What follows belongs to an exercise in optimizing a design on an open flow for small area, a short achievable clock period and few clock cycles; a production flow would make more cautious choices.
Where RTL was checked, it was by simulation tests only, not by an equivalence proof against the original.
No functional check of the RTL was part of runs 1, 2 and 5.
Power figures rest on the tool's default switching activity, not on a simulated workload.

<file path="design/flow/config.mk">
export PLATFORM = sky130hd
export DESIGN_NAME = core
export DESIGN_NICKNAME = core
export VERILOG_FILES = /design/flow/design.v
export SDC_FILE = /design/flow/constraint.sdc
export NUM_CORES = 8
export LEC_CHECK = 0
export CAP_MARGIN = 20
export CORE_MARGIN = 2
export CORE_UTILIZATION = 50
export CTS_CLUSTER_DIAMETER = 70
export CTS_CLUSTER_SIZE = 24
export SLEW_MARGIN = 20
</file>
<file path="design/flow/design.v">
`timescale 1ns / 1ps
module core(
	input CLK,
	input RST,
	output wire [31:0]  imem_addr,
	input       [31:0]  imem_data,
	output wire         dmem_read,
	output wire         dmem_write,
	output wire [31:0]  dmem_addr,
	output wire [31:0]  dmem_wdata,
	output wire [3:0]   dmem_mask,
	input       [31:0]  dmem_rdata
);
	reg  [31:2] pc_f;              
	reg  [31:0] ir;                
	reg  [31:2] pc_d;              
	reg         v_d;               
	reg  [31:1] s1, s2;            
	reg         x_v;               
	reg  [31:0] x_a, x_b, x_c;     
	reg         x_fc;              
	reg  [4:0]  x_rd;
	reg         x_we, x_ld, x_st, x_br, x_jalr, x_link, x_pred;
	reg  [2:0]  x_f3;              
	reg  [2:0]  x_rsel;            
	reg  [5:0]  x_rdc;             
	reg         x_rj;
	reg         x_sub, x_sra;
	reg  [31:0] m_res;             
	reg  [31:0] m_wd;              
	reg  [3:0]  m_mask;
	reg  [4:0]  m_rd;
	reg         m_we, m_ld, m_st;
	reg  [2:0]  m_f3;
	reg  [31:0] rf [1:31];
	assign imem_addr = {pc_f, 2'b00};
	assign dmem_read  = m_ld;
	assign dmem_write = m_st;
	assign dmem_addr  = {m_res[31:2], 2'b00};
	assign dmem_wdata = m_wd;
	assign dmem_mask  = m_mask;
	wire [7:0]  ld_b = m_res[1] ? (m_res[0] ? dmem_rdata[31:24] : dmem_rdata[23:16])
	                            : (m_res[0] ? dmem_rdata[15:8]  : dmem_rdata[7:0]);
	wire [15:0] ld_h = m_res[1] ? dmem_rdata[31:16] : dmem_rdata[15:0];
	wire [31:0] ld_v = m_f3[1] ? dmem_rdata :
	                   m_f3[0] ? {{16{~m_f3[2] & ld_h[15]}}, ld_h} :
	                             {{24{~m_f3[2] & ld_b[7]}}, ld_b};
	wire [31:0] wb = m_ld ? ld_v : m_res;
	always @(posedge CLK) begin
		if (m_we) rf[m_rd] <= wb;
	end
	wire [4:0] rs1 = ir[19:15];
	wire [4:0] rs2 = ir[24:20];
	wire [4:0] rd  = ir[11:7];
	wire [2:0] f3  = ir[14:12];
	wire d_jal  = ir[6] & ir[3];
	wire d_jalr = ir[6] & ir[2] & ~ir[3];
	wire d_br   = ir[6] & ~ir[2];
	wire d_u    = ~ir[6] & ir[2];
	wire d_lui  = d_u & ir[5];
	wire d_alu  = ~ir[6] & ~ir[2] & ir[4];
	wire d_op   = d_alu & ir[5];
	wire d_mem  = ~ir[6] & ~ir[2] & ~ir[4];
	wire d_st   = d_mem & ir[5];
	wire d_ld   = d_mem & ~ir[5];
	wire use1 = ~d_u & ~d_jal;
	wire use2 = d_br | d_st | d_op;
	wire d_we = ~d_br & ~d_st & (rd != 5'd0);
	reg [31:0] rf1, rf2;
	integer k, q;
	always @(*) begin
		rf1 = 32'd0;
		rf2 = 32'd0;
		for (k = 1; k < 32; k = k + 1) begin
			if (s1[k]) rf1 = rf1 | rf[k];
			if (s2[k]) rf2 = rf2 | rf[k];
		end
	end
	wire [31:0] r1 = (m_we && !m_ld && m_rd == rs1) ? m_res : rf1;
	wire [31:0] r2 = (m_we && !m_ld && m_rd == rs2) ? m_res : rf2;
	wire x1 = x_v & x_we & (rs1 == x_rd);
	wire x2 = x_v & x_we & (rs2 == x_rd);
	wire l1 = m_ld & m_we & (rs1 == m_rd);
	wire l2 = m_ld & m_we & (rs2 == m_rd);
	wire [31:0] imm_b = d_u  ? {ir[31:12], 12'd0} :
	                    d_st ? {{20{ir[31]}}, ir[31:25], ir[11:7]} :
	                           {{20{ir[31]}}, ir[31:20]};
	wire [31:2] imm_t = d_jal ? {{12{ir[31]}}, ir[19:12], ir[20], ir[30:22]}
	                          : {{20{ir[31]}}, ir[7], ir[30:25], ir[11:9]};
	wire [31:2] tgt_d = pc_d + imm_t;
	wire d_pred = d_br & ir[31];
	wire ld_use = x_v & x_ld & x_we & ((use1 & rs1 == x_rd) | (use2 & rs2 == x_rd));
	wire stall  = v_d & ld_use;
	wire [31:0] xa = x_a;
	wire [31:0] xb = x_b;
	wire [31:0] xc = x_fc ? m_res : x_c;
	wire [31:0] bb  = x_sub ? ~xb : xb;
	wire [32:0] sum = {1'b0, xa} + {1'b0, bb} + {32'd0, x_sub};
	wire ltu = ~sum[32];
	wire lt  = (xa[31] ^ xb[31]) ? xa[31] : sum[31];
	wire eq  = (xa == xb);
	wire left = ~x_rsel[2];
	reg [31:0] a_rev, s_rev;
	integer j, j2;
	always @(*) for (j = 0; j < 32; j = j + 1) a_rev[j] = xa[31 - j];
	wire [31:0] s_in = left ? a_rev : xa;
	wire [32:0] s_ext = {x_sra & xa[31], s_in};
	wire [32:0] s_out = $signed(s_ext) >>> xb[4:0];
	always @(*) for (j2 = 0; j2 < 32; j2 = j2 + 1) s_rev[j2] = s_out[31 - j2];
	wire [31:0] shv = left ? s_rev : s_out[31:0];
	reg [31:0] res;
	always @(*) begin
		case (x_rsel)
			3'b000: res = sum[31:0];
			3'b001: res = shv;
			3'b010: res = {31'd0, lt};
			3'b011: res = {31'd0, ltu};
			3'b100: res = xa ^ xb;
			3'b101: res = shv;
			3'b110: res = xa | xb;
			default: res = xa & xb;
		endcase
		if (x_link) res = x_c;
	end
	wire redirect_x = x_rj | (x_rdc[0] & eq) | (x_rdc[1] & ~eq) | (x_rdc[2] & lt) |
	                  (x_rdc[3] & ~lt) | (x_rdc[4] & ltu) | (x_rdc[5] & ~ltu);
	wire [31:2] tgt_x = x_jalr ? sum[31:2] : x_c[31:2];
	wire redirect_d = v_d & (d_jal | d_pred) & ~stall & ~redirect_x;
	wire [1:0] lo = sum[1:0];
	wire [3:0] mask = x_f3[1] ? 4'b1111 :
	                  x_f3[0] ? (lo[1] ? 4'b1100 : 4'b0011) :
	                  (4'b0001 << lo);
	wire [31:0] wd = x_f3[1] ? xc : x_f3[0] ? {2{xc[15:0]}} : {4{xc[7:0]}};
	always @(posedge CLK or posedge RST) begin
		if (RST) begin
			pc_f <= 30'd0;
			v_d  <= 1'b0;
			x_v  <= 1'b0;
			x_rj <= 1'b0;
			x_rdc <= 6'b000000;
			m_we <= 1'b0;
			m_ld <= 1'b0;
			m_st <= 1'b0;
		end else begin
			if (redirect_x)      pc_f <= tgt_x;
			else if (stall)      pc_f <= pc_d;
			else if (redirect_d) pc_f <= tgt_d;
			else                 pc_f <= pc_f + 30'd1;
			v_d  <= ~(redirect_x | stall | redirect_d);
			x_v  <= v_d & ~stall & ~redirect_x;
			x_rj <= v_d & ~stall & ~redirect_x & d_jalr;
			x_rdc <= (v_d & ~stall & ~redirect_x & d_br) ?
			         ({f3[2] & f3[1], f3[2] & f3[1], f3[2] & ~f3[1], f3[2] & ~f3[1], ~f3[2], ~f3[2]} &
			          ((f3[0] ^ ir[31]) ? 6'b101010 : 6'b010101)) : 6'b000000;
			m_we <= x_v & x_we;
			m_ld <= x_v & x_ld;
			m_st <= x_v & x_st;
		end
	end
	always @(posedge CLK) begin
		ir   <= imem_data;
		for (q = 1; q < 32; q = q + 1) begin
			s1[q] <= (imem_data[19:15] == q);
			s2[q] <= (imem_data[24:20] == q);
		end
		pc_d <= pc_f;
		x_a    <= (use1 & x1) ? res : (use1 & l1) ? ld_v :
		          d_u ? (d_lui ? 32'd0 : {pc_d, 2'b00}) : r1;
		x_b    <= ((d_op | d_br) & x2) ? res : ((d_op | d_br) & l2) ? ld_v :
		          (d_op | d_br) ? r2 : imm_b;
		x_fc   <= d_st & x2;
		x_c    <= (d_st & l2) ? ld_v :
		          d_st ? r2 : ((d_br & ~ir[31]) ? {tgt_d, 2'b00} : {pc_f, 2'b00});
		x_rd   <= rd;
		x_we   <= d_we;
		x_ld   <= d_ld;
		x_st   <= d_st;
		x_br   <= d_br;
		x_jalr <= d_jalr;
		x_link <= d_jal | d_jalr;
		x_pred <= d_pred;
		x_f3   <= f3;
		x_rsel <= d_alu ? f3 : 3'b000;
		x_sub  <= d_br | (d_alu & f3[2:1] == 2'b01) | (d_op & f3 == 3'b000 & ir[30]);
		x_sra  <= ir[30];
		m_res  <= res;
		m_wd   <= wd;
		m_mask <= mask;
		m_rd   <= x_rd;
		m_f3   <= x_f3;
	end
endmodule
</file>
<file path="design/flow/standard.sh">
#!/bin/bash
# synth_recipe.tcl (not shown) runs the flow's synth.tcl, then flattens the netlist and writes it again
# the make line also repeats each setting of config.mk as NAME=value (left out here)
make -C /OpenROAD-flow-scripts/flow DESIGN_CONFIG=/design/flow/config.mk WORK_HOME=/design/flow/orfs CLKGATE_MAP_FILE= SYNTH_SCRIPT=/design/flow/synth_recipe.tcl "${@:-finish}"
</file>
<file path="design/flow/flow/run.sh">
#!/bin/bash
# Standard ORFS layout; timing repair aims well below the clock period.
bash standard.sh SETUP_SLACK_MARGIN=9.0  finish > standard.log 2>&1
</file>
<file path="design/flow/constraint.sdc">
create_clock -name core_clock -period 13.0 [get_ports {CLK}]
set_input_delay 2.6000 -clock core_clock [delete_from_list [all_inputs] [get_ports {CLK}]]
set_output_delay 2.6000 -clock core_clock [all_outputs]
set_load 0.01 [all_outputs]
</file>
==> notes.md, run 1 <==
VDD IR max=between 0.1 and 0.15 mV; headroom to the max-slew limit=between 10% and 20%; end point of the critical path=x_c[27]; post-synth top area share=between 40% and 50%; Final Wtd Congestion=roughly 1.1; Register Area=37,350 µm²; Routed WL=roughly 350,000 µm; slack of the worst reg-to-reg path=8.76 ns; Fmax=236.0 MHz; Sw Pwr=about 5.5 mW; H-Tree Depth=3; Worst-path clk slew=0.09 ns; DR vias/cell=~8.0; Iter 0 DRT Violations=between 10,000 and 15,000; delay-heaviest family, CP=compound AO/OA/AOI/OAI gates; DR WL/cell=46.99 µm; commonest non-fill, non-tap cell in the layout=edfxtp_1; crit-path cells=buf_4 > buf_4 > a22o_1 > a221oi_1 > nand4_1 > nor3_1 > a21oi_1 > a211oi_1 > a31oi_1; post-route cell area=between 70,000 and 80,000 µm²; combinational fraction of design power=about a third; Critical Path End Type=flip-flop; starting density of the core=approximately 50%; GRT Residual Overflow=0; Critical path buffers and inverters=2; Worst path depth=9; worst min path class=flip-flop to flip-flop; Post-Synthesis Cells=approximately 5,500; area delta synth->final=15.70%; initial antenna violation count=15; setup_tns=0 ns; fin. max-slew vios=0; die span in y=approximately 360 µm; R2R cell count=9; Yosys cell types=between 90 and 100; die area=approximately 130,000 µm²; most frequent cells in the layout=edfxtp_1 (992), a22oi_1 (397), nor2_1 (331); dpl hpwl=around 210,000 µm; Critical Path RT=13.58 ns; multi-input logic area=27,370 µm²; Die X=~360 µm; DRC=0; Hold Violations, Final=0; part of the power in registers=between 40 and 50%; Worst Clk Skew=about 0.058 ns; TritonCTS clock tree=built; first-pass GRT wire length=458,900 µm; Switching Share=around two fifths; GRT met1 Usage=between 60 and 70%; reg-to-reg critical path endpoint=x_c[27]; Max stage delay on crit path=a little under 1 ns; std cell rows=131; RSZ-0062 raised after global routing=yes; worst skew pair latency=0.78 ns; Synth Flop Type=edfxtp_1; Worst Tran Pin Value=approximately 1.3 ns; Mapped Area=64,700 µm²; internal power=approximately 8.5 mW; FILL cells=10,640; Leak Pwr=~26 nW; Slowest cell on crit path=nor3_1; Synthesis Warnings=1; gr busiest metal=met1; Num Clock Sinks=around 1,300; layout cells sized above 1=between 10% and 20%; fin crit share=between 30% and 40%; Max-Cap Viols=0; maximum clock path buffer count=3; most area-consuming cells after synthesis=edfxtp_1 (46%), dfxtp_1 (9.7%), a22oi_1 (4.6%), a221oi_1 (3.9%), a22o_1 (3.5%); Clk pwr share=between 20% and 30%; I/O pins=between 150 and 200; CTS Hold Bufs=0; CTS Buf Count=94; critical path arrival=~4.8 ns; ys async rst share=3.118%; first-pass iteration count of the detailed router=10; critical path fanouts, max=17; Final min period=roughly 4.2 ns; core area=around 130,000 µm²; CP most frequent cell=buf_4; met3 Use GR=25.84%; vias post-DR=about 60,000; largest net degree at the start of global routing=65; Synth area leader=edfxtp_1; Setup Viol. Count Final=0; Worst Setup SP=s2[30]; GRT Util Overall=51.24%; R2R Path Start=s2[30]; CP Class=flip-flop to flip-flop; crit path launch type=flip-flop; Placement Cell Area=roughly 69,000 µm²; Post-Syn Area per Cell=between 10 and 15 µm²; nets@finish=5,811; outcome=finished clean; Routed Antenna Nets=0; Synth Register Bits=~1,300; post-synthesis sequential area ratio=roughly 57%; met2 Resource Use GR=approximately two thirds; vias in the first global route=~54,000; Power Density=roughly 190 nW/µm²; Post-synth EDFFs=roughly 990; PortBufs=~160; HP Start=x_f3[2]; Root Buffer=clkbuf_16
## area by class of cell
type	instances	share of cell area, %
sequential	1347	49.89
multi-input combinational	3581	36.56
timing repair buffer	475	5.611
clock buffer	115	3.445
tap	1729	2.890
clock inverter	59	0.9611
inverter	119	0.6017
antenna	12	0.04012
## worst min path at each step
stage | endpoint | slack [ns] | cells after the start
2_1_floorplan | m_f3[2] | 0.31 | 0
3_3_place_gp | m_f3[2] | 0.31 | 0
3_5_place_dp | m_f3[2] | 0.31 | 0
4_1_cts | m_f3[2] | 0.33 | 0
5_1_grt | m_f3[2] | 0.34 | 0
6_report | m_f3[2] | 0.33 | 0
## repair_timing
| item | in CTS | in global routing |
|---|---|---|
| pin swaps | 34 | 26 |
| resized for setup | 526 | 101 |
| setup buffers | 95 | 19 |
| cloned | 19 | 3 |
| setup endpoints to repair | 1205 | 489 |
## state kept, by name (all words and copies together), names as in the netlist, 4 cells and up
signal  cells
m_mask      4
x_rd        5
m_res      32
s1         31
x_a        32
x_rdc       6
m_wd       32
s2         31
pc_d       30
pc_f       30
x_c        32
x_b        32
rf        992
m_rd        5
ir         30
## synth_stat cells (all sizes together), types with 7 or more instances
library cell  number
nor2             369
buf              114
and2              20
edfxtp           992
a31oi             37
o221ai            18
nor2b             16
o21a              19
xor2              75
a221oi           288
a222oi            65
nor4              23
xnor2             55
mux2              62
a21oi            286
inv              114
nand3b            14
o31ai             16
ha               125
nand2b            20
nand2            285
a21o              42
or3               21
mux4              58
nor3             143
o211ai            27
a21boi             8
and3              21
a22o             259
o21bai             7
a211oi            83
nand3            121
a2bb2oi           10
nand4            147
dfrtp             42
mux2i            113
clkbuf           326
dfxtp            313
o21ai            201
o31a              14
a22oi            398
## kinds of logic (layout without fill, tap and decap cells)
logic type | count (synthesis) | count (layout) | share of synthesized area [%]
adder cells (fa/ha/maj) | 127 | 127 | 2.479
flip-flops | 1347 | 1347 | 57.35
buffers and inverters | 559 | 768 | 3.524
AO/OA/AOI/OAI | 1847 | 1862 | 21.07
AND/OR/NAND/NOR | 1223 | 1223 | 8.919
multiplexers | 233 | 235 | 4.893
other | 1 | 16 | 0.005796
XOR/XNOR | 130 | 130 | 1.760
## metrics by stage
stage                     hold WS (ns)  worst slack [ns]  util (%)  std cells  power (mW)
after floorplan                 0.3096             8.763         -       5470       8.002
after global placement          0.3139             7.316     53.81       7115       9.965
after detailed placement        0.3136             7.301     53.81       7115       9.984
after CTS                       0.3316             8.885     57.93       7403       13.56
after global routing            0.3426             8.894     58.45       7426       14.24
final                           0.3286             8.762     58.48       7437       14.03
## power by group through the flow
stage,Combinational (mW),Clock [mW],Sequential [mW]
2_1_floorplan,2.21,0,5.79
3_3_place_gp,3.77,0,6.19
3_5_place_dp,3.79,0,6.19
4_1_cts,4.30,3.24,6.03
5_1_grt,4.79,3.39,6.05
6_report,4.68,3.27,6.09
## routing by layer
layer | vias to the layer above | wire (µm)
met5 | - | 277
met4 | 20 | 28920
met3 | 1609 | 67290
met2 | 6774 | 129800
met1 | 29260 | 123200
li1 | 22180 | -
==> run 2: changes to the inputs <==
--- a/design/flow/config.mk
+++ b/design/flow/config.mk
@@ -8,5 +8,5 @@
 export CAP_MARGIN = 20
 export CORE_MARGIN = 2
-export CORE_UTILIZATION = 50
+export CORE_UTILIZATION = 45
 export CTS_CLUSTER_DIAMETER = 70
 export CTS_CLUSTER_SIZE = 24
==> notes.md, run 2 <==
H-Tree Depth=3; Iter 0 DRT Violations=14,320; CTS Hold Bufs=0; Num Clock Sinks=between 1,000 and 1,500; largest net degree at the start of global routing=between 60 and 70; Root Buffer=clkbuf_16; area delta synth->final=15.26%; Switching Share=~40%; first-pass GRT wire length=around 460,000 µm; Final Wtd Congestion=about 1.1; Worst Tran Pin Value=1.333 ns; Final WS setup=8.880 ns; internal power=8.420 mW; setup_tns=0 ns; Final min period=~4.1 ns; max reg flops=slightly below 1,000; vias post-DR=between 50,000 and 60,000; crit-path cells=buf_8 > inv_2 > mux2i_1 > mux2_2 > a21oi_1 > nor2_1 > a21oi_1 > o21ai_0 > a21oi_1 > o21a_1; Yosys cell types=between 90 and 100; I/O pins=approximately 170; Fmax=between 200 and 250 MHz; Critical Path RT=between 10 and 15 ns; met3 Use GR=22.19%; pre-CTS setup slack=7.417 ns; TritonCTS clock tree=built; VDD IR max=between 0.1 and 0.15 mV; Post-synth EDFFs=a little under 1,000; critical path fanouts, max=27; Setup Viol. Count Final=0; vias in the first global route=about 54,000; Worst Clk Skew=between 0.05 and 0.06 ns; dpl hpwl=roughly 210,000 µm; part of the power in registers=a little over two fifths; post-synth top area share=between 40% and 50%; CP Class=flip-flop to flip-flop; combinational fraction of design power=34.2%; Critical Path End Type=flip-flop; Leak Pwr=between 20 and 30 nW; CP most frequent cell=a21oi_1; GRT Residual Overflow=0; die span in y=between 300 and 400 µm; Reg with most FFs=rf; worst min path class=flip-flop to flip-flop; Synth Register Bits=~1,300; Sw Pwr=between 5 and 6 mW; fin. max-slew vios=0; Post-synth top cells=edfxtp_1 (992), a22oi_1 (398), nor2_1 (369); commonest non-fill, non-tap cell in the layout=edfxtp_1; Hold Violations, Final=0; most area-consuming cells after synthesis=edfxtp_1 (46%), dfxtp_1 (9.7%), a22oi_1 (4.6%), a221oi_1 (3.9%), a22o_1 (3.5%); post-synthesis sequential area ratio=57.35%; GRT Util Overall=46.52%; Max stage delay on crit path=about 0.89 ns; headroom to the max-slew limit=between 10% and 20%; maximum clock path buffer count=3; Routed WL=353,200 µm; Max-Cap Viols=0; RSZ-0062 raised after global routing=yes; DRC=0; nets@finish=5,796; outcome=finished clean; initial antenna violation count=26; Power Density=between 150 and 200 nW/µm²; layout cells sized above 1=18.10%; Clk pwr share=between 20% and 30%; ys async rst share=under 10%; met2 Resource Use GR=between 60% and 70%; Post-Syn Area per Cell=between 10 and 15 µm²; critical path arrival=a little under 5 ns; fin crit share=between 30% and 40%; most frequent cells in the layout=edfxtp_1 (992), a22oi_1 (398), nor2_1 (333); gr busiest metal=met2; CTS Buf Count=around 90; Routed Antenna Nets=0; crit path launch type=flip-flop; die area=around 150,000 µm²; DR vias/cell=just under 8; std cell rows=139; Synth area leader=edfxtp_1; first-pass iteration count of the detailed router=11; Synth Flop Type=edfxtp_1; starting density of the core=around 45%; Worst-path clk slew=~0.090 ns; worst skew pair latency=between 0.7 and 0.8 ns; top-count cell post-synth=edfxtp_1; core area=between 100,000 and 150,000 µm²; Mapped Area=between 60,000 and 70,000 µm²; Post-Synthesis Cells=between 5,000 and 6,000; Slowest cell on crit path=a21oi_1; DR WL/cell=46.56 µm; Synthesis Warnings=1; Die X=between 300 and 400 µm; PortBufs=approximately 160; GRT met1 Usage=60.39%
[run 2: timing repair]
action                                   CTS  global route
gates cloned                              20             7
buffers inserted                         102            11
pin swaps                                 28            10
endpoints found under the setup margin  1147           466
gates resized for setup                  519           110
[run 2: final cells by class]
type	count	area, µm²
well taps	1903	2381
flip-flops and latches	1347	37370
clock buffers	103	2365
clock inverters	58	719.4
repair inverters	1	5.005
repair buffers	463	4084
multi-input cells	3583	27170
fillers	12580	68560
inverters	119	459.2
diodes	9	22.52
[run 2: metrics by stage]
step | instance area, µm² | hold slack, ns | util [%] | cells | total power, mW
finish | 74570 | 0.3411 | 52.10 | 7586 | 14.06
global route | 74550 | 0.3562 | 52.08 | 7577 | 14.25
CTS | 73850 | 0.3407 | 51.60 | 7558 | 13.56
detailed placement | 69000 | 0.3186 | 48.21 | 7275 | 10.07
global placement | 68990 | 0.3135 | 48.20 | 7274 | 10.04
floorplan | 65140 | 0.3096 | - | 5470 | 8.002
[run 2: worst paths after layout]
kind / from / cells after the start / slack (ns) / endpoint
worst max-delay path: x_rsel[2] / 10 / 8.88 / x_b[2]
worst min-delay path: x_f3[2] / 0 / 0.34 / m_f3[2]
worst max register to register: x_rsel[2] / 10 / 8.88 / x_b[2]
worst min register to register: x_f3[2] / 0 / 0.34 / m_f3[2]
max in group asynchronous: RST / 2 / 10.01 / m_ld
min in group asynchronous: RST / 2 / 2.32 / x_rj
[run 2: critical path, delay by kind of cell (launching register included)]
| family | cells | cell delay [ns] |
|---|---|---|
| AO/OA/AOI/OAI | 5 | 2.06 |
| buffers and inverters | 2 | 0.79 |
| flip-flops | 1 | 0.44 |
| multiplexers | 2 | 0.64 |
| AND/OR/NAND/NOR | 1 | 0.06 |
[run 2: logic make-up after synthesis]
| family | Yosys count | synth area share (%) |
|---|---|---|
| compound gates | 1847 | 21.07 |
| xor+xnor | 130 | 1.760 |
| fa+ha+maj | 127 | 2.479 |
| buf+inv | 559 | 3.524 |
| flops | 1347 | 57.35 |
| mux | 233 | 4.893 |
| other cells | 1 | 0.005796 |
| simple gates | 1223 | 8.919 |
[run 2: power by group through the flow]
| stage | Sequential [mW] | Combinational (mW) | Clock [mW] |
|---|---|---|---|
| after floorplan | 5.79 | 2.21 | 0 |
| after global placement | 6.19 | 3.85 | 0 |
| after detailed placement | 6.19 | 3.88 | 0 |
| after CTS | 6.02 | 4.41 | 3.13 |
| after global routing | 6.07 | 4.90 | 3.28 |
| final | 6.10 | 4.81 | 3.16 |
[run 2: layer usage]
metal / routed length, µm / vias up
li1: - / 22160
met1: 123300 / 29200
met2: 134100 / 6491
met3: 66010 / 1690
met4: 29420 / 32
met5: 402 / -
==> run 3: changes to the inputs <==
--- a/design/flow/design.v
+++ b/design/flow/design.v
@@ -19,5 +19,4 @@
 	reg         x_v;               
 	reg  [31:0] x_a, x_b, x_c;     
-	reg         x_fc;              
 	reg  [4:0]  x_rd;
 	reg         x_we, x_ld, x_st, x_br, x_jalr, x_link, x_pred;
@@ -94,5 +93,5 @@
 	wire [31:0] xa = x_a;
 	wire [31:0] xb = x_b;
-	wire [31:0] xc = x_fc ? m_res : x_c;
+	wire [31:0] xc = x_c;
 	wire [31:0] bb  = x_sub ? ~xb : xb;
 	wire [32:0] sum = {1'b0, xa} + {1'b0, bb} + {32'd0, x_sub};
@@ -169,6 +168,5 @@
 		x_b    <= ((d_op | d_br) & x2) ? res : ((d_op | d_br) & l2) ? ld_v :
 		          (d_op | d_br) ? r2 : imm_b;
-		x_fc   <= d_st & x2;
-		x_c    <= (d_st & l2) ? ld_v :
+		x_c    <= (d_st & x2) ? res : (d_st & l2) ? ld_v :
 		          d_st ? r2 : ((d_br & ~ir[31]) ? {tgt_d, 2'b00} : {pc_f, 2'b00});
 		x_rd   <= rd;
==> design/flow/flow/run.sh (replaced) <==
#!/bin/bash
# Standard ORFS layout; timing repair aims well below the clock period.
bash standard.sh SETUP_SLACK_MARGIN=9.0 "BUFFER_PORTS_ARGS=-buffer_cell sky130_fd_sc_hd__buf_4" finish > standard.log 2>&1
--- a/design/flow/config.mk
+++ b/design/flow/config.mk
@@ -6,8 +6,8 @@
 export NUM_CORES = 8
 export LEC_CHECK = 0
-export CAP_MARGIN = 20
+export CAP_MARGIN = 30
 export CORE_MARGIN = 2
-export CORE_UTILIZATION = 45
+export CORE_UTILIZATION = 50
 export CTS_CLUSTER_DIAMETER = 70
 export CTS_CLUSTER_SIZE = 24
-export SLEW_MARGIN = 20
+export SLEW_MARGIN = 30
==> notes.md, run 3 <==
outcome=finished clean; slack of the worst reg-to-reg path=about 9 ns; most area-consuming cells after synthesis=edfxtp_1 (46%), dfxtp_1 (9.7%), a22oi_1 (4.9%), a221oi_1 (3.8%), a22o_1 (3.5%); met2 Resource Use GR=72.94%; fin crit share=approximately 32%; first-pass iteration count of the detailed router=11; DRC=0; end point of the critical path=x_b[3]; Inst Count DP=between 7,000 and 8,000; top-count cell post-synth=edfxtp_1; CP Class=input pin to flip-flop; R2R cell count=11; Leak Pwr=25.37 nW; setup_tns=0 ns; Fmax=~240 MHz; vias post-DR=roughly 58,000; Mapped Area=approximately 64,000 µm²; CTS Hold Bufs=0; worst min path class=flip-flop to flip-flop; GRT met1 Usage=59.74%; largest net degree at the start of global routing=between 60 and 70; Synth area leader=edfxtp_1; pre-CTS setup slack=between 7 and 8 ns; DR WL/cell=46.69 µm; post-synth top area share=between 40% and 50%; std cell rows=between 100 and 150; core area=~130,000 µm²; final core utilization=a little under three fifths; worst skew pair latency=just under 0.8 ns; Hold Violations, Final=0; reg-to-reg critical path endpoint=x_b[1]; PortBufs=161; critical path fanouts, max=3; headroom to the max-slew limit=roughly a fifth; most frequent cells in the layout=edfxtp_1 (992), a22oi_1 (423), buf_4 (402); Setup Viol. Count Final=0; GRT Util Overall=50.26%; Switching Share=~39%; Post-synth top cells=edfxtp_1 (992), a22oi_1 (423), nor2_1 (373); Tot Pwr=roughly 14 mW; Worst Tran Pin Value=between 1 and 1.5 ns; Synth Register Bits=between 1,000 and 1,500; initial antenna violation count=18; Die X=about 360 µm; nets@finish=5,779; Power Density=about 190 nW/µm²; crit path launch type=input pin; Final Wtd Congestion=a little over 1; Reg with most FFs=rf; H-Tree Depth=3; Critical Path End Type=flip-flop; R2R Path Start=x_b[0]; critical path arrival=~4.7 ns; Synth Flop Type=edfxtp_1; Post-Synthesis Cells=~5,500; GRT Residual Overflow=0; HP Start=x_f3[2]; ys async rst share=3.120%; Worst-path clk slew=0.09 ns; Sw Pwr=5.396 mW; met3 Use GR=approximately a fifth; Num Clock Sinks=roughly 1,300; DR vias/cell=approximately 8; first-pass GRT wire length=between 400,000 and 500,000 µm; vias in the first global route=roughly 53,000; fin. max-slew vios=0; area delta synth->final=14.22%; gr busiest metal=met2; post-route cell area=about 73,000 µm²; Final min period=about 4.2 ns; die area=around 130,000 µm²; max reg flops=between 900 and 1,000; TritonCTS clock tree=built; part of the power in registers=between 40% and 50%; Critical Path RT=13.53 ns; Max-Cap Viols=0; Yosys cell types=95; combinational fraction of design power=between 30% and 40%; Final WS setup=8.827 ns; post-synthesis sequential area ratio=between 50% and 60%; Placement Cell Area=around 68,000 µm²; Routed Antenna Nets=0; RSZ-0062 raised after global routing=yes; Worst Clk Skew=approximately 0.09 ns; layout cells sized above 1=19.24%; Iter 0 DRT Violations=between 10,000 and 15,000; Clk pwr share=23.5%; I/O pins=168; maximum clock path buffer count=3; WHS=about 0.33 ns; Synthesis Warnings=1; Post-Syn Area per Cell=between 10 and 15 µm²; Final Non-Filler Cells=roughly 7,300; Worst Setup SP=dmem_rdata[27]; die span in y=362.7 µm; internal power=~8.4 mW; commonest non-fill, non-tap cell in the layout=edfxtp_1; dpl hpwl=just over 200,000 µm; Routed WL=between 300,000 and 400,000 µm; starting density of the core=slightly above 50%; Post-synth EDFFs=992; CTS Buf Count=92; Root Buffer=clkbuf_16; VDD IR max=~0.15 mV
-- run 3: worst max-delay path, cell delays in order --
cell and delay, ns:
buf_4 0.12, mux2_2 0.16, a22oi_1 0.20, o21ai_0 0.56
a21oi_1 0.14, a2bb2oi_1 0.53, o2bb2ai_1 0.39
-- run 3: worst min path at each step --
stage,end,slack [ns],cells past startpoint
5_1_grt,m_f3[2],0.35,0
3_5_place_dp,m_f3[2],0.32,0
3_3_place_gp,m_f3[2],0.31,0
6_report,m_f3[2],0.33,0
4_1_cts,m_f3[2],0.33,0
2_1_floorplan,m_f3[2],0.31,0
-- run 3: per-layer routing --
layer,vias to the layer above,part of all wire (%)
li1,22070,-
met1,28170,32
met2,6124,42
met3,1839,15
met4,30,11
met5,-,0.085
-- run 3: power groups by stage --
stage	Combinational, mW	Sequential (mW)	Clock (mW)
after floorplan	2.16	5.78	0
after global placement	3.65	6.18	0
after global routing	4.54	6.10	3.37
after detailed placement	3.68	6.18	0
after CTS	3.97	6.07	3.22
final	4.42	6.13	3.24
-- run 3: timing repair --
action | CTS | global route
buffers inserted | 42 | 49
resized for setup | 218 | 101
pin swaps | 22 | 50
gates cloned | 7 | 10
endpoints found under the setup margin | 310 | 471
-- run 3: cell families after synthesis --
kind of cell    count (synthesis)  synth area share (%)
flops                        1346                 57.66
xor+xnor                      135                 1.838
buf+inv                       553                 3.639
other cells                     1              0.005830
fa+ha+maj                     127                 2.494
simple gates                 1243                 8.967
mux                           174                 3.783
compound gates               1902                 21.62
-- run 3: final cells by class --
class | count | area (µm²)
fill | 10650 | 54210
sequential | 1346 | 37300
multi-input combinational | 3593 | 26710
timing repair buffer | 434 | 3649
clock buffer | 109 | 2399
tap | 1662 | 2079
clock inverter | 60 | 837.1
inverter | 119 | 462.9
antenna | 15 | 37.54
Testbench counts of run 3, summed over its fixed seeds: cycles 19,814.
==> run 4: changes to the inputs <==
==> design/flow/flow/run.sh (replaced) <==
#!/bin/bash
# Standard ORFS layout; timing repair aims well below the clock period.
bash standard.sh SETUP_SLACK_MARGIN=9.0 "BUFFER_PORTS_ARGS=-buffer_cell sky130_fd_sc_hd__buf_2" finish > standard.log 2>&1
==> notes.md, run 4 <==
most area-consuming cells after synthesis=edfxtp_1 (46%), dfxtp_1 (9.7%), a22oi_1 (4.9%), a221oi_1 (3.8%), a22o_1 (3.5%); CTS Hold Bufs=0; Tot Pwr=around 14 mW; DR vias/cell=about 7.9; final core utilization=roughly 58%; Placement Cell Area=67,370 µm²; FILL cells=approximately 11,000; GRT Residual Overflow=0; vias in the first global route=approximately 53,000; Routed WL=roughly 340,000 µm; Register Area=approximately 37,000 µm²; starting density of the core=approximately half; Mapped Area=about 64,000 µm²; headroom to the max-slew limit=between 20% and 30%; worst min path class=flip-flop to flip-flop; Fmax=around 240 MHz; nets@finish=around 5,800; crit path launch type=flip-flop; Setup Viol. Count Final=0; Iter 0 DRT Violations=around 13,000; die span in y=between 300 and 400 µm; Yosys cell types=between 90 and 100; Inst Count DP=around 7,000; Leak Pwr=~25 nW; Final WS setup=roughly 8.8 ns; Final Non-Filler Cells=7,331; CP Class=flip-flop to primary output; DR WL/cell=~47 µm; GRT Util Overall=between 50 and 60%; Root Buffer=clkbuf_16; area delta synth->final=14.30%; pre-CTS setup slack=7.616 ns; max reg flops=992; first-pass iteration count of the detailed router=13; Routed Antenna Nets=0; Die X=approximately 360 µm; multi-input logic area=26,980 µm²; VDD IR max=around 0.15 mV; worst skew pair latency=approximately 0.8 ns; H-Tree Depth=3; first-pass GRT wire length=between 400,000 and 500,000 µm; Worst Clk Skew=about 0.092 ns; most frequent cells in the layout=edfxtp_1 (992), a22oi_1 (421), nor2_1 (333); Post-Syn Area per Cell=roughly 12 µm²; I/O pins=approximately 170; Post-synth top cells=edfxtp_1 (992), a22oi_1 (423), nor2_1 (373); PortBufs=~160; critical path arrival=about 1.6 ns; outcome=finished clean; Post-synth EDFFs=between 900 and 1,000; Hold Violations, Final=0; WHS=between 0.3 and 0.4 ns; largest net degree at the start of global routing=65; core area=127,700 µm²; commonest non-fill, non-tap cell in the layout=edfxtp_1; RSZ-0062 raised after global routing=yes; ys async rst share=3.120%; critical path fanouts, max=2; std cell rows=between 100 and 150; Post-Synthesis Cells=around 5,500; Synthesis Warnings=1; die area=about 130,000 µm²; top-count cell post-synth=edfxtp_1; fin crit share=32.01%; Num Clock Sinks=roughly 1,300; layout cells sized above 1=between 10% and 20%; post-synth top area share=between 40% and 50%; initial antenna violation count=19; Reg with most FFs=rf; setup_tns=0 ns; Synth area leader=edfxtp_1; CTS Buf Count=90; Max-Cap Viols=0; Final min period=between 4 and 5 ns; post-route cell area=around 74,000 µm²; Synth Flop Type=edfxtp_1; Critical Path RT=between 10 and 15 ns; Final Wtd Congestion=between 1 and 1.5; maximum clock path buffer count=3; DRC=0; Worst Tran Pin Value=roughly 1.2 ns; Critical Path End Type=primary output; Synth Register Bits=1,346; dpl hpwl=209,200 µm; vias post-DR=about 58,000; fin. max-slew vios=0; Power Density=186.7 nW/µm²; post-synthesis sequential area ratio=between 50% and 60%; Worst-path clk slew=around 0.10 ns; TritonCTS clock tree=built
[run 4: changes by cell type in the layout (fill, tap and decap cells not counted), moves of 5 or more]
cell	delta
inv_8	+5
clkbuf_1	-5
o31ai_2	+5
buf_2	+159
buf_4	-172
a21oi_1	-6
o31ai_1	-7
xor2_1	-8
a21oi_2	+5
xor2_2	+5
[run 4: worst max-delay path: stages, from the launching register on]
cell and delay [ns]:
dfrtp_4 0.52, buf_12 0.15, buf_6 0.11
[run 4: cells by family (layout without fill, tap and decap cells)]
group,after synthesis,count (layout),synth area share (%)
compound gates,1902,1910,21.62
mux,174,175,3.783
xor+xnor,135,135,1.838
other cells,1,19,0.005830
flops,1346,1346,57.66
simple gates,1243,1243,8.967
fa+ha+maj,127,127,2.494
buf+inv,553,714,3.639
[run 4: cell type report]
class | instances | area share, %
Multi-Input combinational cell | 3594 | 36.69
Timing Repair inverter | 1 | 0.006808
Tap cell | 1662 | 2.829
Sequential cell | 1346 | 50.74
Clock inverter | 59 | 1.173
Antenna cell | 15 | 0.05106
Clock buffer | 104 | 3.234
Timing Repair Buffer | 431 | 4.631
Inverter | 119 | 0.6382
[run 4: what timing repair did]
item,4_1_cts,5_1_grt
pin swaps,26,52
endpoints found under the setup margin,469,312
gates resized for setup,234,145
endpoints found under the hold margin,0,0
setup buffers,51,40
gates cloned,9,14
[run 4: worst paths after layout]
path | from | endpoint | slack (ns) | cells past startpoint
worst min-delay path | x_f3[2] | m_f3[2] | 0.33 | 0
worst max register to register | x_sub | x_c[15] | 8.99 | 14
worst max-delay path | m_ld | dmem_read | 8.84 | 2
max in group asynchronous | RST | m_ld | 10.63 | 2
worst min register to register | x_f3[2] | m_f3[2] | 0.33 | 0
min in group asynchronous | RST | pc_f[21] | 1.89 | 2
[run 4: per-layer routing]
metal  track usage, %  up-vias  share of wire [%]  wire length [µm]
met4            41.15       30                 10             35840
met3            19.85     1817                 16             54760
met2            71.27     6202                 41            140400
met1            59.96    28100                 33            112300
li1                 -    22070                  -                 -
met5            1.517        -               0.14               494
[run 4: report_power, final]
| part | internal [mW] | switching [mW] | total (mW) |
|---|---|---|---|
| clock | 1.48 | 1.76 | 3.25 |
| sequential | 5.44 | 0.667 | 6.11 |
| combinational | 1.43 | 2.94 | 4.37 |
| total | 8.36 | 5.37 | 13.7 |
==> run 5: changes to the inputs <==
--- a/design/flow/design.v
+++ b/design/flow/design.v
@@ -31,4 +31,5 @@
 	reg  [4:0]  m_rd;
 	reg         m_we, m_ld, m_st;
+	reg         m_ldi;             
 	reg  [2:0]  m_f3;
 	reg  [31:0] rf [1:31];
@@ -45,5 +46,5 @@
 	                   m_f3[0] ? {{16{~m_f3[2] & ld_h[15]}}, ld_h} :
 	                             {{24{~m_f3[2] & ld_b[7]}}, ld_b};
-	wire [31:0] wb = m_ld ? ld_v : m_res;
+	wire [31:0] wb = m_ldi ? ld_v : m_res;
 	always @(posedge CLK) begin
 		if (m_we) rf[m_rd] <= wb;
@@ -76,10 +77,10 @@
 		end
 	end
-	wire [31:0] r1 = (m_we && !m_ld && m_rd == rs1) ? m_res : rf1;
-	wire [31:0] r2 = (m_we && !m_ld && m_rd == rs2) ? m_res : rf2;
+	wire [31:0] r1 = (m_we && !m_ldi && m_rd == rs1) ? m_res : rf1;
+	wire [31:0] r2 = (m_we && !m_ldi && m_rd == rs2) ? m_res : rf2;
 	wire x1 = x_v & x_we & (rs1 == x_rd);
 	wire x2 = x_v & x_we & (rs2 == x_rd);
-	wire l1 = m_ld & m_we & (rs1 == m_rd);
-	wire l2 = m_ld & m_we & (rs2 == m_rd);
+	wire l1 = m_ldi & m_we & (rs1 == m_rd);
+	wire l2 = m_ldi & m_we & (rs2 == m_rd);
 	wire [31:0] imm_b = d_u  ? {ir[31:12], 12'd0} :
 	                    d_st ? {{20{ir[31]}}, ir[31:25], ir[11:7]} :
@@ -186,4 +187,5 @@
 		m_mask <= mask;
 		m_rd   <= x_rd;
+		m_ldi  <= x_ld;
 		m_f3   <= x_f3;
 	end
==> notes.md, run 5 <==
Worst Tran Pin Value=1.185 ns; top-count cell post-synth=edfxtp_1; Post-synth top cells=edfxtp_1 (992), a22oi_1 (423), nor2_1 (373); area delta synth->final=13.46%; ys async rst share=3.118%; vias in the first global route=53,130; die area=131,600 µm²; Worst Clk Skew=0.07157 ns; Post-Syn Area per Cell=~12 µm²; Setup Viol. Count Final=0; PortBufs=roughly 160; first-pass GRT wire length=around 440,000 µm; Yosys cell types=95; Routed Antenna Nets=0; Iter 0 DRT Violations=13,510; post-synth top area share=46.30%; Leak Pwr=around 25 nW; Final WS setup=a little under 9 ns; internal power=about 8.3 mW; worst skew pair latency=just under 0.8 ns; GRT Residual Overflow=0; Critical Path RT=about 13 ns; maximum clock path buffer count=3; most area-consuming cells after synthesis=edfxtp_1 (46%), dfxtp_1 (9.7%), a22oi_1 (4.9%), a221oi_1 (3.8%), a22o_1 (3.5%); Num Clock Sinks=1,347; Switching Share=approximately 39%; Routed WL=approximately 340,000 µm; pre-CTS setup slack=7.910 ns; I/O pins=roughly 170; part of the power in registers=about 45%; post-synthesis sequential area ratio=between 50 and 60%; Final Wtd Congestion=between 1 and 1.5; CTS Hold Bufs=0; Max-Cap Viols=0; vias post-DR=a little under 60,000; starting density of the core=50.39%; layout cells sized above 1=roughly a fifth; fin. max-slew vios=0; RSZ-0062 raised after global routing=yes; GRT Util Overall=between 40% and 50%; Synth Register Bits=1,347; critical path fanouts, max=19; Post-synth EDFFs=992; DRC=0; Post-Synthesis Cells=around 5,500; DR WL/cell=between 40 and 50 µm; Synth area leader=edfxtp_1; first-pass iteration count of the detailed router=13; headroom to the max-slew limit=between 20 and 25%; Register Area=37,320 µm²; multi-input logic area=26,940 µm²; dpl hpwl=approximately 200,000 µm; Final min period=roughly 4.1 ns; Sw Pwr=roughly 5.2 mW; die span in y=approximately 360 µm; core area=between 100,000 and 150,000 µm²; critical path arrival=4.60 ns; Power Density=between 150 and 200 nW/µm²; setup_tns=0 ns; CP Class=flip-flop to flip-flop; worst min path class=flip-flop to flip-flop; largest net degree at the start of global routing=65; Clk pwr share=24.2%; VDD IR max=approximately 0.15 mV; crit path launch type=flip-flop; max reg flops=slightly below 1,000; DR vias/cell=approximately 8; FILL cells=about 11,000; nets@finish=5,738; combinational fraction of design power=30.9%; Critical Path End Type=flip-flop; CTS Buf Count=95; Reg with most FFs=rf; commonest non-fill, non-tap cell in the layout=edfxtp_1; Mapped Area=around 64,000 µm²; most frequent cells in the layout=edfxtp_1 (992), a22oi_1 (422), nor2_1 (333); H-Tree Depth=3; Worst-path clk slew=0.09 ns; Root Buffer=clkbuf_16; Fmax=roughly 240 MHz; Die X=362.7 µm; outcome=finished clean; Synth Flop Type=edfxtp_1; std cell rows=around 130; Synthesis Warnings=1; Hold Violations, Final=0; initial antenna violation count=19; TritonCTS clock tree=built; fin crit share=between 30% and 40%
run 5: layout make-up:
type	instances	share of cell area (%)
diodes	14	0.04799
clock inverters	67	1.090
flip-flops and latches	1347	51.12
clock buffers	107	3.462
well taps	1662	2.849
inverters	119	0.6341
multi-input cells	3596	36.90
repair buffers	386	3.891
run 5: power by group through the flow:
| stage | combinational (mW) | sequential, mW | clock, mW |
|---|---|---|---|
| 2_1_floorplan | 2.14 | 5.76 | 0 |
| 3_3_place_gp | 3.45 | 6.11 | 0 |
| 3_5_place_dp | 3.47 | 6.11 | 0 |
| 4_1_cts | 3.75 | 6.01 | 3.26 |
| 5_1_grt | 4.32 | 6.06 | 3.41 |
| 6_report | 4.20 | 6.09 | 3.29 |
run 5: worst paths after layout:
| check | from | end | slack, ns | depth (start not counted) |
|---|---|---|---|---|
| worst min register to register | x_f3[2] | m_f3[2] | 0.34 | 0 |
| worst max-delay path | x_b[0] | x_a[4] | 8.86 | 13 |
| worst max register to register | x_b[0] | x_a[4] | 8.86 | 13 |
| worst min-delay path | x_f3[2] | m_f3[2] | 0.34 | 0 |
| max in group asynchronous | RST | pc_f[3] | 10.62 | 2 |
| min in group asynchronous | RST | pc_f[24] | 1.92 | 2 |
run 5: logic make-up (layout without fill, tap and decap cells):
kind of cell,Yosys count,after routing,share of synthesized area (%)
AO/OA/AOI/OAI,1902,1911,21.61
XOR/XNOR,135,135,1.838
adder cells (fa/ha/maj),127,127,2.493
buffers and inverters,553,679,3.638
flip-flops,1347,1347,57.67
multiplexers,174,176,3.782
other,1,18,0.005828
AND/OR/NAND/NOR,1243,1243,8.965
run 5: through the flow:
step / instances / utilization [%] / area (µm²) / power (mW) / hold slack [ns]
after floorplan: 5485 / - / 64780 / 7.894 / 0.3096
after global placement: 7025 / 52.67 / 67260 / 9.562 / 0.3151
after detailed placement: 7026 / 52.71 / 67300 / 9.579 / 0.3316
after CTS: 7248 / 56.27 / 71850 / 13.03 / 0.3473
after global routing: 7284 / 57.15 / 72970 / 13.80 / 0.3521
final: 7298 / 57.17 / 73000 / 13.58 / 0.3387
run 5: routing by layer:
| layer | GRT usage, % | vias up | wire length, µm |
|---|---|---|---|
| li1 | - | 21990 | - |
| met1 | 58.62 | 27920 | 107500 |
| met2 | 69.51 | 6327 | 133800 |
| met3 | 21.65 | 1886 | 57090 |
| met4 | 38.79 | 30 | 36770 |
| met5 | 1.221 | - | 441 |
run 5: timing repair:
action | in CTS | in global routing
pin swaps | 26 | 35
setup endpoints to repair | 498 | 414
resized for setup | 192 | 142
hold endpoints to repair | 0 | 0
buffers inserted | 36 | 29
gates cloned | 12 | 6
run 5: worst max-delay path, stage by stage, from the launching register on:
cell      delay [ns]
dfxtp_2         0.46
buf_12          0.22
mux2i_2         0.33
fa_1            0.25
nand2b_1        0.19
nand2b_1        0.08
a21oi_1         0.17
xor2_1          0.87
o21ai_0         0.21
a211oi_1        0.33
o21bai_1        0.12
buf_4           0.21
nand2_1         0.07
o21ai_1         0.29
==> run 6: changes to the inputs <==
--- a/design/flow/design.v
+++ b/design/flow/design.v
@@ -25,4 +25,6 @@
 	reg  [5:0]  x_rdc;             
 	reg         x_rj;
+	reg  [5:0]  x_sk;              
+	wire        squash;            
 	reg         x_sub, x_sra;
 	reg  [31:0] m_res;             
@@ -89,7 +91,9 @@
 	                          : {{20{ir[31]}}, ir[7], ir[30:25], ir[11:9]};
 	wire [31:2] tgt_d = pc_d + imm_t;
+	wire d_to4 = (imm_t == 30'd1);
+	wire d_to8 = (imm_t == 30'd2);
 	wire d_pred = d_br & ir[31];
 	wire ld_use = x_v & x_ld & x_we & ((use1 & rs1 == x_rd) | (use2 & rs2 == x_rd));
-	wire stall  = v_d & ld_use;
+	wire stall  = v_d & ld_use & ~squash;
 	wire [31:0] xa = x_a;
 	wire [31:0] xb = x_b;
@@ -123,8 +127,10 @@
 		if (x_link) res = x_c;
 	end
+	assign squash = (x_sk[0] & eq) | (x_sk[1] & ~eq) | (x_sk[2] & lt) |
+	              (x_sk[3] & ~lt) | (x_sk[4] & ltu) | (x_sk[5] & ~ltu);
 	wire redirect_x = x_rj | (x_rdc[0] & eq) | (x_rdc[1] & ~eq) | (x_rdc[2] & lt) |
 	                  (x_rdc[3] & ~lt) | (x_rdc[4] & ltu) | (x_rdc[5] & ~ltu);
 	wire [31:2] tgt_x = x_jalr ? sum[31:2] : x_c[31:2];
-	wire redirect_d = v_d & (d_jal | d_pred) & ~stall & ~redirect_x;
+	wire redirect_d = v_d & ((d_jal & ~d_to4) | d_pred) & ~stall & ~redirect_x & ~squash;
 	wire [1:0] lo = sum[1:0];
 	wire [3:0] mask = x_f3[1] ? 4'b1111 :
@@ -139,4 +145,5 @@
 			x_rj <= 1'b0;
 			x_rdc <= 6'b000000;
+			x_sk <= 6'b000000;
 			m_we <= 1'b0;
 			m_ld <= 1'b0;
@@ -148,9 +155,12 @@
 			else                 pc_f <= pc_f + 30'd1;
 			v_d  <= ~(redirect_x | stall | redirect_d);
-			x_v  <= v_d & ~stall & ~redirect_x;
-			x_rj <= v_d & ~stall & ~redirect_x & d_jalr;
-			x_rdc <= (v_d & ~stall & ~redirect_x & d_br) ?
+			x_v  <= v_d & ~stall & ~redirect_x & ~squash;
+			x_rj <= v_d & ~stall & ~redirect_x & ~squash & d_jalr;
+			x_rdc <= (v_d & ~stall & ~redirect_x & ~squash & d_br & ~d_to4 & ~d_to8) ?
 			         ({f3[2] & f3[1], f3[2] & f3[1], f3[2] & ~f3[1], f3[2] & ~f3[1], ~f3[2], ~f3[2]} &
 			          ((f3[0] ^ ir[31]) ? 6'b101010 : 6'b010101)) : 6'b000000;
+			x_sk <= (v_d & ~stall & ~redirect_x & ~squash & d_br & d_to8) ?
+			         ({f3[2] & f3[1], f3[2] & f3[1], f3[2] & ~f3[1], f3[2] & ~f3[1], ~f3[2], ~f3[2]} &
+			          (f3[0] ? 6'b101010 : 6'b010101)) : 6'b000000;
 			m_we <= x_v & x_we;
 			m_ld <= x_v & x_ld;
==> design/flow/flow/run.sh (replaced) <==
#!/bin/bash
# Standard ORFS layout; timing repair aims well below the clock period.
bash standard.sh SETUP_SLACK_MARGIN=9.1 "BUFFER_PORTS_ARGS=-buffer_cell sky130_fd_sc_hd__buf_2" finish > standard.log 2>&1
==> notes.md, run 6 <==
CP Class=flip-flop to flip-flop; final core utilization=roughly 59%; Post-synth EDFFs=just under 1,000; DRC=0; WHS=between 0.3 and 0.4 ns; Synth Flop Type=edfxtp_1; maximum clock path buffer count=3; crit-path cells=buf_12 > mux2_2 > inv_1 > fa_1 > nor2b_2 > o31a_1 > o21a_1 > a31oi_1 > xor2_2 > o22ai_1 > nand2_1 > a211oi_4 > a21oi_4 > a22oi_2; TritonCTS clock tree=built; core area=between 100,000 and 150,000 µm²; Post-synth top cells=edfxtp_1 (992), a22oi_1 (387), nor2_1 (373); Synth Register Bits=around 1,400; Critical path buffers and inverters=2; first-pass GRT wire length=447,100 µm; GRT Util Overall=between 50% and 60%; Post-Synthesis Cells=between 5,000 and 6,000; post-synthesis sequential area ratio=between 50% and 60%; Slowest cell on crit path=a211oi_4; most area-consuming cells after synthesis=edfxtp_1 (46%), dfxtp_1 (9.8%), a22oi_1 (4.5%), a221oi_1 (4.1%), a22o_1 (3.6%); nets@finish=about 5,800; Final Non-Filler Cells=around 7,400; CTS Buf Count=a little over 90; post-synth top area share=a little under half; Routed WL=roughly 340,000 µm; Inst Count DP=about 7,000; worst skew pair latency=0.79 ns; critical path fanouts, max=16; Placement Cell Area=a little under 70,000 µm²; Clk pwr share=a little under a quarter; first-pass iteration count of the detailed router=13; die span in y=between 300 and 400 µm; H-Tree Depth=3; VDD IR max=between 0.1 and 0.15 mV; headroom to the max-slew limit=~19%; DR vias/cell=7.879; critical path arrival=4.79 ns; GRT Residual Overflow=0; vias post-DR=57,930; initial antenna violation count=23; Sw Pwr=5.400 mW; Power Density=187.2 nW/µm²; RSZ-0062 raised after global routing=yes; combinational fraction of design power=32.8%; Fmax=237.5 MHz; fin crit share=roughly 32%; Num Clock Sinks=1,353; Post-Syn Area per Cell=about 12 µm²; Worst Clk Skew=between 0.07 and 0.08 ns; Synth area leader=edfxtp_1; delay-heaviest family, CP=compound AO/OA/AOI/OAI gates; Max stage delay on crit path=~0.73 ns; part of the power in registers=a little over two fifths; internal power=between 8 and 9 mW; worst min path class=flip-flop to flip-flop; Worst Tran Pin Value=1.222 ns; Critical Path End Type=flip-flop; outcome=finished clean; Synthesis Warnings=1; layout cells sized above 1=a little over a fifth; setup_tns=0 ns; Worst-path clk slew=about 0.09 ns; vias in the first global route=between 50,000 and 60,000; commonest non-fill, non-tap cell in the layout=edfxtp_1; Mapped Area=around 64,000 µm²; post-route cell area=about 75,000 µm²; std cell rows=roughly 130; Hold Violations, Final=0; Final min period=about 4.2 ns; Switching Share=roughly two fifths; crit path launch type=flip-flop; most frequent cells in the layout=edfxtp_1 (992), a22oi_1 (386), nor2_1 (331); Yosys cell types=between 80 and 90; Routed Antenna Nets=0; area delta synth->final=16.37%; Max-Cap Viols=0; pre-CTS setup slack=just under 7 ns; Final Wtd Congestion=between 1 and 1.5; Leak Pwr=26.15 nW; largest net degree at the start of global routing=65; Critical Path RT=13.58 ns; Final WS setup=between 8 and 9 ns; Reg with most FFs=rf; starting density of the core=50.34%; Tot Pwr=approximately 14 mW; ys async rst share=about 3.5%; Iter 0 DRT Violations=about 12,000; die area=between 100,000 and 150,000 µm²; PortBufs=between 150 and 200; Root Buffer=clkbuf_16; Die X=362.3 µm; Setup Viol. Count Final=0; max reg flops=approximately 990; I/O pins=between 150 and 200; DR WL/cell=46.15 µm; dpl hpwl=roughly 200,000 µm; fin. max-slew vios=0; top-count cell post-synth=edfxtp_1
run 6: cell type report:
cell class / count / area [µm²]
Antenna cell: 11 / 27.53
Timing Repair inverter: 1 / 5.005
Fill cell: 10520 / 52810
Clock buffer: 100 / 2405
Tap cell: 1662 / 2079
Sequential cell: 1353 / 37520
Multi-Input combinational cell: 3542 / 27200
Inverter: 123 / 471.7
Timing Repair Buffer: 493 / 4074
Clock inverter: 67 / 918.4
run 6: path summary, 6_finish.rpt:
kind	start	to	slack [ns]	cells after the start
worst min register to register	x_f3[2]	m_f3[2]	0.33	0
worst min-delay path	x_f3[2]	m_f3[2]	0.33	0
max in group asynchronous	RST	pc_f[27]	10.45	3
worst max-delay path	x_sub	x_a[14]	8.79	14
min in group asynchronous	RST	pc_f[20]	2.03	3
worst max register to register	x_sub	x_a[14]	8.79	14
run 6: timing repair:
item,in CTS,in global routing
pin swaps,63,46
setup endpoints to repair,572,523
gates cloned,16,11
hold buffers,0,0
buffers inserted,105,60
resized for setup,386,117
run 6: power by group through the flow:
stage | sequential, mW | clock, mW | combinational (mW)
finish | 6.08 | 3.32 | 4.59
global route | 6.05 | 3.45 | 4.70
CTS | 6.02 | 3.29 | 4.08
detailed placement | 6.14 | 0 | 3.47
global placement | 6.14 | 0 | 3.45
floorplan | 5.76 | 0 | 2.09
run 6: per-layer routing:
layer,global-route usage [%],wire length (µm)
met3,20.32,55070
met1,60.09,110700
met5,0.9249,416
met4,39.49,35320
met2,70.94,137800
run 6: cells by family (layout without fill, tap and decap cells):
logic type                 count (synthesis)  in the layout  share of synthesized area, %
xor gates and xnor gates                 136            136                         1.855
muxes                                    222            223                         4.485
other                                      1             15                      0.005841
AOI/OAI and AO/OA                       1846           1861                         21.01
adders and majority gates                127            127                         2.499
buffers and inverters                    542            784                         3.454
DFF                                     1353           1353                         58.03
and+or+nand+nor                         1187           1191                         8.661
Testbench counts of run 6, summed over its fixed seeds: cycles 19,536.
==> run 7: changes to the inputs <==
==> design/flow/flow/run.sh (replaced) <==
#!/bin/bash
# Standard ORFS layout; timing repair aims well below the clock period.
bash standard.sh SETUP_SLACK_MARGIN=9.0 "BUFFER_PORTS_ARGS=-buffer_cell sky130_fd_sc_hd__buf_2" finish > standard.log 2>&1
==> notes.md, run 7 <==
critical path fanouts, max=8; TritonCTS clock tree=built; FILL cells=about 11,000; Sw Pwr=5.189 mW; I/O pins=168; Clk pwr share=around 24%; Synth Register Bits=around 1,400; post-synthesis sequential area ratio=roughly three fifths; std cell rows=between 100 and 150; commonest non-fill, non-tap cell in the layout=edfxtp_1; Post-synth top cells=edfxtp_1 (992), a22oi_1 (387), nor2_1 (373); Worst Tran Pin Value=approximately 1.2 ns; Synth Flop Type=edfxtp_1; Synthesis Warnings=1; fin crit share=31.67%; layout cells sized above 1=slightly above 20%; critical path arrival=about 4.8 ns; HP Start=x_f3[2]; vias in the first global route=52,600; maximum clock path buffer count=3; Fmax=242.9 MHz; Final min period=between 4 and 5 ns; Mapped Area=between 60,000 and 70,000 µm²; top-count cell post-synth=edfxtp_1; most area-consuming cells after synthesis=edfxtp_1 (46%), dfxtp_1 (9.8%), a22oi_1 (4.5%), a221oi_1 (4.1%), a22o_1 (3.6%); Critical Path RT=about 14 ns; dpl hpwl=approximately 200,000 µm; die area=around 130,000 µm²; Worst Setup SP=x_sub; Final WS setup=a little under 9 ns; Setup Viol. Count Final=0; pre-CTS setup slack=between 7 and 8 ns; DR vias/cell=roughly 8; internal power=8.333 mW; starting density of the core=between 50% and 60%; slack of the worst reg-to-reg path=between 8 and 9 ns; Root Buffer=clkbuf_16; Routed Antenna Nets=0; VDD IR max=0.1308 mV; fin. max-slew vios=0; R2R Path Start=x_sub; most frequent cells in the layout=edfxtp_1 (992), a22oi_1 (386), nor2_1 (333); Final Wtd Congestion=1.059; core area=127,500 µm²; Yosys cell types=between 80 and 90; initial antenna violation count=24; Worst-path clk slew=roughly 0.09 ns; die span in y=around 360 µm; CP Class=flip-flop to flip-flop; Power Density=between 150 and 200 nW/µm²; CTS Buf Count=90; PortBufs=roughly 160; combinational fraction of design power=a little under a third; Die X=approximately 360 µm; Critical Path End Type=flip-flop; worst skew pair latency=0.79 ns; RSZ-0062 raised after global routing=yes; Post-Syn Area per Cell=between 10 and 15 µm²; largest net degree at the start of global routing=65; nets@finish=approximately 5,700; post-synth top area share=a little under half; vias post-DR=slightly below 60,000; GRT Residual Overflow=0; headroom to the max-slew limit=approximately a fifth; first-pass iteration count of the detailed router=10; Routed WL=about 340,000 µm; H-Tree Depth=3; GRT Util Overall=49.27%; ys async rst share=approximately 3.5%; crit path launch type=flip-flop; Num Clock Sinks=roughly 1,400; Iter 0 DRT Violations=~13,000; Leak Pwr=~26 nW; first-pass GRT wire length=441,600 µm; part of the power in registers=between 40 and 50%; DRC=0; DR WL/cell=46.18 µm; Switching Share=between 30% and 40%; area delta synth->final=14.55%; outcome=finished clean; Synth area leader=edfxtp_1; Post-synth EDFFs=a little under 1,000; setup_tns=0 ns; Max-Cap Viols=0; WHS=about 0.34 ns; Reg with most FFs=rf; Post-Synthesis Cells=between 5,000 and 6,000; worst min path class=flip-flop to flip-flop; Worst Clk Skew=~0.077 ns; Hold Violations, Final=0; max reg flops=slightly below 1,000
-- run 7: cell counts after synthesis --
No cell type changed its count.
-- run 7: repair_timing --
action / in CTS / in global routing
gates resized for setup: 215 / 149
setup buffers: 50 / 47
cloned: 12 / 14
pin swaps: 37 / 45
hold buffers: 0 / 0
endpoints found under the setup margin: 583 / 531
-- run 7: cells by family (layout without fill, tap and decap cells) --
logic type      after synthesis  after routing  synth area share [%]
compound gates             1846           1860                 21.01
xor+xnor                    136            136                 1.855
fa+ha+maj                   127            127                 2.499
buf+inv                     542            728                 3.454
flops                      1353           1353                 58.03
mux                         222            222                 4.485
other cells                   1             18              0.005841
simple gates               1187           1189                 8.661
-- run 7: final cells by class --
class                   count  area, µm²  share of cell area, %
clock inverters            66      913.4                  1.242
inverters                 123      471.7                 0.6415
diodes                     14      35.03                0.04764
well taps                1662       2079                  2.828
repair buffers            440       3421                  4.652
repair inverters            1      5.005               0.006806
clock buffers              98       2303                  3.132
multi-input cells        3538      26850                  36.51
flip-flops and latches   1353      37460                  50.94
-- run 7: metrics by stage --
stage | util, % | std cells | total power, mW | cell area [µm²]
3_3_place_gp | 52.84 | 6990 | 9.484 | 67380
4_1_cts | 56.54 | 7218 | 12.96 | 72100
3_5_place_dp | 52.88 | 6992 | 9.516 | 67430
2_1_floorplan | - | 5417 | 7.849 | 64620
5_1_grt | 57.64 | 7281 | 13.74 | 73500
6_report | 57.67 | 7295 | 13.52 | 73540
-- run 7: worst paths after layout --
kind	cells past startpoint	to
min in group asynchronous	3	pc_f[31]
max in group asynchronous	3	pc_f[2]
hold / removal	0	m_f3[2]
setup / recovery	15	pc_f[21]
hold reg to reg	0	m_f3[2]
setup reg to reg	15	pc_f[21]
-- run 7: critical path, cell delays in order (launching register included) --
cell and delay (ns):
dfxtp_4 0.41, buf_12 0.17, xor2_1 0.18, ha_2 0.41
and2_1 0.18, nand2_1 0.07, or4_4 0.53, a31oi_4 0.26
nor3_4 0.08, a2111o_1 0.46, nor3b_4 0.25, buf_12 0.16
buf_4 0.16, nand3_4 0.20, or2_1 0.32, o221a_1 0.13
-- run 7: power groups by stage --
stage	Sequential [mW]	Clock [mW]	Combinational, mW
floorplan	5.76	0	2.09
global placement	6.10	0	3.38
detailed placement	6.11	0	3.41
CTS	6.01	3.23	3.72
global route	6.05	3.38	4.30
finish	6.07	3.25	4.19
-- run 7: metal layers --
layer | share of wire [%] | track usage, % | vias up | routed length (µm)
met5 | 0.15 | 0.2590 | - | 505
met4 | 11 | 39.30 | 33 | 36790
met3 | 17 | 20.69 | 2001 | 56830
met2 | 40 | 70.49 | 6339 | 136300
met1 | 32 | 58.15 | 27950 | 106500
li1 | - | - | 21870 | -
==> run 8: changes to the inputs <==
--- a/design/flow/config.mk
+++ b/design/flow/config.mk
@@ -8,5 +8,5 @@
 export CAP_MARGIN = 30
 export CORE_MARGIN = 2
-export CORE_UTILIZATION = 50
+export CORE_UTILIZATION = 55
 export CTS_CLUSTER_DIAMETER = 70
 export CTS_CLUSTER_SIZE = 24
==> notes.md, run 8 <==
std cell rows=125; area delta synth->final=14.40%; die area=about 120,000 µm²; Post-Synthesis Cells=between 5,000 and 6,000; HP Start=x_f3[2]; reg-to-reg critical path endpoint=pc_f[29]; hold path depth=0; top-count cell post-synth=edfxtp_1; Setup Viol. Count Final=0; GRT Residual Overflow=0; die span in y=between 300 and 400 µm; starting density of the core=a little under three fifths; layout cells sized above 1=a little over a fifth; vias in the first global route=around 53,000; Synth Flop Type=edfxtp_1; headroom to the max-slew limit=between 10% and 20%; Synth area leader=edfxtp_1; largest net degree at the start of global routing=67; H-Tree Depth=3; nets@finish=5,745; Post-Syn Area per Cell=about 12 µm²; Post-synth top cells=edfxtp_1 (992), a22oi_1 (387), nor2_1 (373); critical path arrival=between 4 and 5 ns; Worst-path clk slew=0.09 ns; pre-CTS setup slack=between 7 and 8 ns; Placement Cell Area=around 67,000 µm²; most frequent cells in the layout=edfxtp_1 (992), a22oi_1 (385), nor2_1 (336); VDD IR max=between 0.15 and 0.2 mV; max reg flops=992; initial antenna violation count=23; Worst Clk Skew=around 0.1 ns; fin crit share=32.26%; Final WS setup=about 8.8 ns; Post-synth EDFFs=between 900 and 1,000; Num Clock Sinks=approximately 1,400; Iter 0 DRT Violations=about 13,000; worst min path class=flip-flop to flip-flop; Final min period=approximately 4.2 ns; R2R Path Start=x_b[28]; setup_tns=0 ns; Final Wtd Congestion=roughly 1.0; Worst Tran Pin Value=between 1 and 1.5 ns; Hold Violations, Final=0; outcome=finished clean; I/O pins=168; Tot Pwr=between 10 and 15 mW; CP Class=flip-flop to flip-flop; worst skew pair latency=0.78 ns; dpl hpwl=between 150,000 and 200,000 µm; R2R cell count=13; maximum clock path buffer count=3; Max stage delay on crit path=roughly 0.67 ns; vias post-DR=between 50,000 and 60,000; Die X=about 350 µm; Synthesis Warnings=1; crit-path cells=xor2_1 > ha_1 > nand3_1 > or4_4 > a31oi_4 > nor3_4 > a2111o_1 > nor3b_4 > buf_12 > nand3_4 > buf_16 > mux2_2 > a211oi_2; CTS Buf Count=around 90; most area-consuming cells after synthesis=edfxtp_1 (46%), dfxtp_1 (9.8%), a22oi_1 (4.5%), a221oi_1 (4.1%), a22o_1 (3.6%); RSZ-0062 raised after global routing=yes; Critical Path RT=approximately 14 ns; Fmax=approximately 240 MHz; DRC=0; post-synth top area share=a little under half; DR WL/cell=~46 µm; Power Density=between 150 and 200 nW/µm²; critical path fanouts, max=7; ys async rst share=under 10%; slack of the worst reg-to-reg path=about 8.8 ns; post-synthesis sequential area ratio=58.03%; post-route cell area=between 70,000 and 80,000 µm²; Mapped Area=around 64,000 µm²; GRT Util Overall=52.86%; Critical Path End Type=flip-flop; DR vias/cell=8.165; Reg with most FFs=rf; TritonCTS clock tree=built; core area=around 120,000 µm²; Max-Cap Viols=0; Synth Register Bits=~1,400; PortBufs=roughly 160; WHS=between 0.3 and 0.4 ns; Hold Path End=m_f3[2]; Routed Antenna Nets=0; first-pass GRT wire length=roughly 440,000 µm; fin. max-slew vios=0; Routed WL=approximately 330,000 µm; commonest non-fill, non-tap cell in the layout=edfxtp_1; Slowest cell on crit path=dfxtp_1; crit path launch type=flip-flop; Leak Pwr=25.64 nW; Yosys cell types=83; first-pass iteration count of the detailed router=10; Root Buffer=clkbuf_16
[run 8: logic make-up (layout without fill, tap and decap cells)]
kind of cell / count (synthesis) / after routing / share of synthesized area, %
compound gates: 1846 / 1854 / 21.01
xor+xnor: 136 / 136 / 1.855
fa+ha+maj: 127 / 127 / 2.499
buf+inv: 542 / 737 / 3.454
flops: 1353 / 1353 / 58.03
mux: 222 / 223 / 4.485
other cells: 1 / 20 / 0.005841
simple gates: 1187 / 1189 / 8.661
[run 8: where the power goes]
part / switching [mW] / internal [mW]
combinational: 2.83 / 1.45
clock: 1.73 / 1.41
sequential: 0.699 / 5.42
total: 5.26 / 8.28
[run 8: area by class of cell]
| class | count | area (µm²) |
|---|---|---|
| Multi-Input combinational cell | 3533 | 27010 |
| Tap cell | 1524 | 1907 |
| Inverter | 123 | 471.7 |
| Sequential cell | 1353 | 37460 |
| Clock buffer | 105 | 2350 |
| Timing Repair inverter | 1 | 5.005 |
| Clock inverter | 59 | 742.0 |
| Timing Repair Buffer | 449 | 3461 |
| Antenna cell | 16 | 40.04 |
| Fill cell | 9139 | 42610 |
[run 8: per-layer routing]
metal	track usage [%]	vias to the layer above	part of all wire, %
met5	1.361	-	0.19
li1	-	21870	-
met2	73.90	6586	40
met4	42.92	32	11
met3	23.30	2030	18
met1	62.94	27970	31
[run 8: repair_timing]
item,4_1_cts,5_1_grt
setup buffers,51,61
hold buffers,0,0
gates cloned,8,12
resized for setup,256,166
setup endpoints to repair,371,551
pin swaps,41,69
endpoints found under the hold margin,0,0
[run 8: metrics by stage]
step / util (%) / instances
6_report: 63.29 / 7163
5_1_grt: 63.25 / 7149
4_1_cts: 61.94 / 7073
3_5_place_dp: 57.98 / 6850
3_3_place_gp: 57.85 / 6846
2_1_floorplan: - / 5417
[run 8: worst max path at each step]
stage | from | end | slack [ns] | cells past startpoint
2_1_floorplan | dmem_rdata[15] | rf[10][21] | 8.78 | 6
3_3_place_gp | x_sub | pc_f[29] | 7.01 | 14
3_5_place_dp | x_sub | pc_f[29] | 7.33 | 16
4_1_cts | dmem_rdata[31] | x_a[21] | 8.81 | 9
5_1_grt | x_sub | pc_f[29] | 8.82 | 17
6_report | x_b[28] | pc_f[29] | 8.81 | 13
[run 8: worst max-delay path, delay by kind of cell, from the launching register on]
| family | cells | cell delay [ns] |
|---|---|---|
| compound gates | 3 | 0.96 |
| xor+xnor | 1 | 0.17 |
| fa+ha+maj | 1 | 0.45 |
| buf+inv | 2 | 0.37 |
| flops | 1 | 0.67 |
| mux | 1 | 0.28 |
| simple gates | 5 | 1.21 |
